Background: an optimization exercise with open tools, aiming at small area, a short achievable clock period and few clock cycles per item. Do not read the settings as production practice.
At most, simulation tests tie the RTL to the original design; equivalence was not proved.
Power and IR drop assume default switching activity.

Setup of v6:
==> flow/design.v <==
module huffman(clk, reset, gray_valid, gray_data, CNT_valid, CNT1, CNT2, CNT3, CNT4, CNT5, CNT6,
               code_valid, HC1, HC2, HC3, HC4, HC5, HC6, M1, M2, M3, M4, M5, M6);
input clk;
input reset;
input gray_valid;
input [7:0] gray_data;
output reg CNT_valid;
output [7:0] CNT1, CNT2, CNT3, CNT4, CNT5, CNT6;
output reg code_valid;
output [7:0] HC1, HC2, HC3, HC4, HC5, HC6;
output [7:0] M1, M2, M3, M4, M5, M6;
reg        pv;           
reg  [2:0] pd;
reg        run;          
reg  [3:0] tc;           
reg  [7:0] w [0:5];      
reg  [5:0] m [0:5];      
reg  [4:0] r [1:6];      
assign CNT1 = w[5]; assign CNT2 = w[0]; assign CNT3 = w[1];
assign CNT4 = w[2]; assign CNT5 = w[3]; assign CNT6 = w[4];
wire go      = run | CNT_valid;
wire step    = go & (~tc[3] | (tc[2:0] < 3'd5));    
wire combine = (tc > 4'd4) & tc[0] & (tc != 4'd13);
wire [4:0] uns;
assign uns[0] = tc < 4'd4;
assign uns[1] = tc < 4'd3;
assign uns[2] = tc < 4'd2;
assign uns[3] = tc < 4'd1;
assign uns[4] = 1'b0;
function lt8(input [7:0] a, input [7:0] b);   
  reg [7:0] l, g;
  reg [3:0] l1, g1;
  reg [1:0] l2, g2;
  integer j;
  begin
    l = ~a & b;
    g = a & ~b;
    for (j = 0; j < 4; j = j + 1) begin
      l1[j] = l[2*j+1] | ~g[2*j+1] & l[2*j];
      g1[j] = g[2*j+1] | ~l[2*j+1] & g[2*j];
    end
    for (j = 0; j < 2; j = j + 1) begin
      l2[j] = l1[2*j+1] | ~g1[2*j+1] & l1[2*j];
      g2[j] = g1[2*j+1] | ~l1[2*j+1] & g1[2*j];
    end
    lt8 = l2[1] | ~g2[1] & l2[0];
  end
endfunction
wire [5:1] lt;
genvar gi;
generate for (gi = 1; gi < 6; gi = gi + 1) begin : g_lt
  assign lt[gi] = lt8(w[gi], w[0]);
end endgenerate
wire [4:0] c = uns | lt;
wire [7:0] sum = w[0] + w[1];
always @(posedge clk or posedge reset) begin
  if (reset) begin
    pv <= 1'b0; pd <= 3'd0; CNT_valid <= 1'b0; code_valid <= 1'b0;
    run <= 1'b0; tc <= 4'd0;
  end else begin
    pv <= gray_valid & ~run;
    pd <= gray_data[2:0];
    CNT_valid <= pv & ~gray_valid;
    if (CNT_valid) run <= 1'b1;
    if (step) tc <= tc + 4'd1;
    code_valid <= step & (tc == 4'd12);
  end
end
integer i;
always @(posedge clk or posedge reset) begin
  if (reset) begin
    for (i = 0; i < 6; i = i + 1) w[i] <= 8'd0;
    m[0] <= 6'b000010; m[1] <= 6'b000100; m[2] <= 6'b001000;
    m[3] <= 6'b010000; m[4] <= 6'b100000; m[5] <= 6'b000001;
  end else if (step) begin
    if (combine) begin
      w[0] <= sum;
      m[0] <= m[0] | m[1];
      for (i = 1; i < 5; i = i + 1) begin w[i] <= w[i+1]; m[i] <= m[i+1]; end
      w[5] <= 8'hff;
      m[5] <= 6'd0;
    end else begin
      for (i = 0; i < 5; i = i + 1)
        if (c[i]) begin w[i] <= w[i+1]; m[i] <= m[i+1]; end
        else if (i == 0 || c[i-1]) begin w[i] <= w[0]; m[i] <= m[0]; end
      if (c[4]) begin w[5] <= w[0]; m[5] <= m[0]; end
    end
  end else if (pv) begin
    for (i = 0; i < 5; i = i + 1)
      if (pd == i + 2) w[i] <= w[i] + 8'd1;
    if (pd == 3'd1) w[5] <= w[5] + 8'd1;
  end
end
function [4:0] lead(input [4:0] v);    
  lead = {v[4], v[3] & ~v[4], v[2] & ~|v[4:3], v[1] & ~|v[4:2], v[0] & ~|v[4:1]};
endfunction
function [4:0] add_bit(input [4:0] v, input b);   
  reg [4:0] l;
  begin
    l = lead(v);
    add_bit = (v & ~l) | (l & {5{b}}) | {l[3:0], 1'b0};
  end
endfunction
genvar k;
generate for (k = 1; k <= 6; k = k + 1) begin : g_lvl
  wire a = m[0][k-1];
  wire b = m[1][k-1];
  always @(posedge clk or posedge reset) begin
    if (reset) r[k] <= 5'b00001;
    else if (step & combine & (a | b)) r[k] <= add_bit(r[k], a);
  end
end endgenerate
function [7:0] mask_of(input [4:0] v);
  mask_of = {3'b000, |v[4], |v[4:3], |v[4:2], |v[4:1], |v[4:0]};
endfunction
function [7:0] code_of(input [4:0] v, input b);
  code_of = {3'b000, v & ({1'b0, |v[4], |v[4:3], |v[4:2], |v[4:1]} | {5{b}})};
endfunction
assign M1 = mask_of(r[1]); assign HC1 = code_of(r[1], m[0][0]);
assign M2 = mask_of(r[2]); assign HC2 = code_of(r[2], m[0][1]);
assign M3 = mask_of(r[3]); assign HC3 = code_of(r[3], m[0][2]);
assign M4 = mask_of(r[4]); assign HC4 = code_of(r[4], m[0][3]);
assign M5 = mask_of(r[5]); assign HC5 = code_of(r[5], m[0][4]);
assign M6 = mask_of(r[6]); assign HC6 = code_of(r[6], m[0][5]);
endmodule
export LEC_CHECK = 0
export CAP_MARGIN = 20
export CORE_MARGIN = 2
export CORE_UTILIZATION = 40
export SLEW_MARGIN = 20
create_clock -name core_clock -period 4.0 [get_ports {clk}]
run.sh (not shown) runs the stock make flow with config.mk's settings and CLKGATE_MAP_FILE= SYNTH_SCRIPT=/design/flow/synth_recipe.tcl, a recipe that flattens the netlist after the stock synthesis.
Testbench counts of v6, summed over its fixed seeds: cycles 22,080, images 192.
diff inputs: v6 => v7
--- a/flow/design.v
+++ b/flow/design.v
@@ -24,38 +24,30 @@
 wire [4:0] uns;
 assign uns[0] = tc < 4'd4;
 assign uns[1] = tc < 4'd3;
 assign uns[2] = tc < 4'd2;
 assign uns[3] = tc < 4'd1;
 assign uns[4] = 1'b0;
-function lt8(input [7:0] a, input [7:0] b);   
-  reg [7:0] l, g;
-  reg [3:0] l1, g1;
-  reg [1:0] l2, g2;
-  integer j;
-  begin
-    l = ~a & b;
-    g = a & ~b;
-    for (j = 0; j < 4; j = j + 1) begin
-      l1[j] = l[2*j+1] | ~g[2*j+1] & l[2*j];
-      g1[j] = g[2*j+1] | ~l[2*j+1] & g[2*j];
-    end
-    for (j = 0; j < 2; j = j + 1) begin
-      l2[j] = l1[2*j+1] | ~g1[2*j+1] & l1[2*j];
-      g2[j] = g1[2*j+1] | ~l1[2*j+1] & g1[2*j];
-    end
-    lt8 = l2[1] | ~g2[1] & l2[0];
-  end
-endfunction
 wire [5:1] lt;
 genvar gi;
 generate for (gi = 1; gi < 6; gi = gi + 1) begin : g_lt
-  assign lt[gi] = lt8(w[gi], w[0]);
+  assign lt[gi] = w[gi] < w[0];
 end endgenerate
 wire [4:0] c = uns | lt;
-wire [7:0] sum = w[0] + w[1];
+reg  [7:0] wsel;
+always @* begin
+  case (pd)
+    3'd1: wsel = w[5];
+    3'd2: wsel = w[0];
+    3'd3: wsel = w[1];
+    3'd4: wsel = w[2];
+    3'd5: wsel = w[3];
+    default: wsel = w[4];
+  endcase
+end
+wire [7:0] sum = (run ? w[0] : wsel) + (run ? w[1] : 8'd1);
 always @(posedge clk or posedge reset) begin
   if (reset) begin
     pv <= 1'b0; pd <= 3'd0; CNT_valid <= 1'b0; code_valid <= 1'b0;
     run <= 1'b0; tc <= 4'd0;
   end else begin
     pv <= gray_valid & ~run;
@@ -63,12 +55,13 @@
     CNT_valid <= pv & ~gray_valid;
     if (CNT_valid) run <= 1'b1;
     if (step) tc <= tc + 4'd1;
     code_valid <= step & (tc == 4'd12);
   end
 end
+wire cnt = pv & (pd != 3'd0) & (pd != 3'd7);
 integer i;
 always @(posedge clk or posedge reset) begin
   if (reset) begin
     for (i = 0; i < 6; i = i + 1) w[i] <= 8'd0;
     m[0] <= 6'b000010; m[1] <= 6'b000100; m[2] <= 6'b001000;
     m[3] <= 6'b010000; m[4] <= 6'b100000; m[5] <= 6'b000001;
@@ -82,16 +75,16 @@
     end else begin
       for (i = 0; i < 5; i = i + 1)
         if (c[i]) begin w[i] <= w[i+1]; m[i] <= m[i+1]; end
         else if (i == 0 || c[i-1]) begin w[i] <= w[0]; m[i] <= m[0]; end
       if (c[4]) begin w[5] <= w[0]; m[5] <= m[0]; end
     end
-  end else if (pv) begin
+  end else if (cnt) begin
     for (i = 0; i < 5; i = i + 1)
-      if (pd == i + 2) w[i] <= w[i] + 8'd1;
-    if (pd == 3'd1) w[5] <= w[5] + 8'd1;
+      if (pd == i + 2) w[i] <= sum;
+    if (pd == 3'd1) w[5] <= sum;
   end
 end
 function [4:0] lead(input [4:0] v);    
   lead = {v[4], v[3] & ~v[4], v[2] & ~|v[4:3], v[1] & ~|v[4:2], v[0] & ~|v[4:1]};
 endfunction
 function [4:0] add_bit(input [4:0] v, input b);   
@@ -111,13 +104,13 @@
   end
 end endgenerate
 function [7:0] mask_of(input [4:0] v);
   mask_of = {3'b000, |v[4], |v[4:3], |v[4:2], |v[4:1], |v[4:0]};
 endfunction
 function [7:0] code_of(input [4:0] v, input b);
-  code_of = {3'b000, v & ({1'b0, |v[4], |v[4:3], |v[4:2], |v[4:1]} | {5{b}})};
+  code_of = {3'b000, (v & {1'b0, |v[4], |v[4:3], |v[4:2], |v[4:1]}) | (lead(v) & {5{b}})};
 endfunction
 assign M1 = mask_of(r[1]); assign HC1 = code_of(r[1], m[0][0]);
 assign M2 = mask_of(r[2]); assign HC2 = code_of(r[2], m[0][1]);
 assign M3 = mask_of(r[3]); assign HC3 = code_of(r[3], m[0][2]);
 assign M4 = mask_of(r[4]); assign HC4 = code_of(r[4], m[0][3]);
 assign M5 = mask_of(r[5]); assign HC5 = code_of(r[5], m[0][4]);
==> summary.txt <==
- Looking at v6 and v7, the total power after layout is a wash.
- The number of violations reported at the end of detailed-routing iteration 0 in v7 is 0.845 times that in v6.
- Mux contribution to synthesized area: v6 and v7 compared, higher one is v7
- Design internal power deteriorates in v7 relative to v6.
- Of v6 and v7, v6 shows the higher via count, with v7 below it.
- Re share of total power in sequential cells: v7 is 0.5 points down on v6.
- Measured against each other, v6 and v7 differ in maximum single-stage delay on the critical path, the higher figure coming from v6.
- Compared with v6, in v7 global-route usage lower, part of the Yosys area used for sequential elements rose 0.60 points, slew of the pin with the lowest slew margin now sits lower, setup slack fell 0.33 ns, placed wire-length estimate after detailed placement fell 7.2%.
- Against v6, v7 comes in 9.0% lower on first-pass GRT wire length.
Only the layout flow was run in v7; the RTL was not checked for function there.

==> what the ideal ports hide <==
In the flow no input, the clock included, has a driving cell. The finished layouts below were timed again as built, in two steps.
Step 1, drivers: a clkbuf_16 drives clk and a buf_2 each remaining input, both assumed.
Step 2 adds t to the input delays and takes it off the output delays; t is the mean of the earliest and latest rising clock arrival at the registers after step 1. Input paths then give back, and output paths get back, about the clock's delay inside the block.
a / b / c = ideal ports / drivers / drivers and shift; a / b = the first two.
run	t, ns	setup slack, ns	worst setup path after step 2	latest minus earliest clock arrival (ns)	worst register clock-pin slew, ns
v6	0.476	0.591 / 0.591 / 0.591	register to register	0.013 / 0.013	0.07 / 0.07
v7	0.467	0.263 / 0.263 / 0.263	register to register	0.010 / 0.011	0.07 / 0.07
After both steps setup and hold are still met in every run listed.
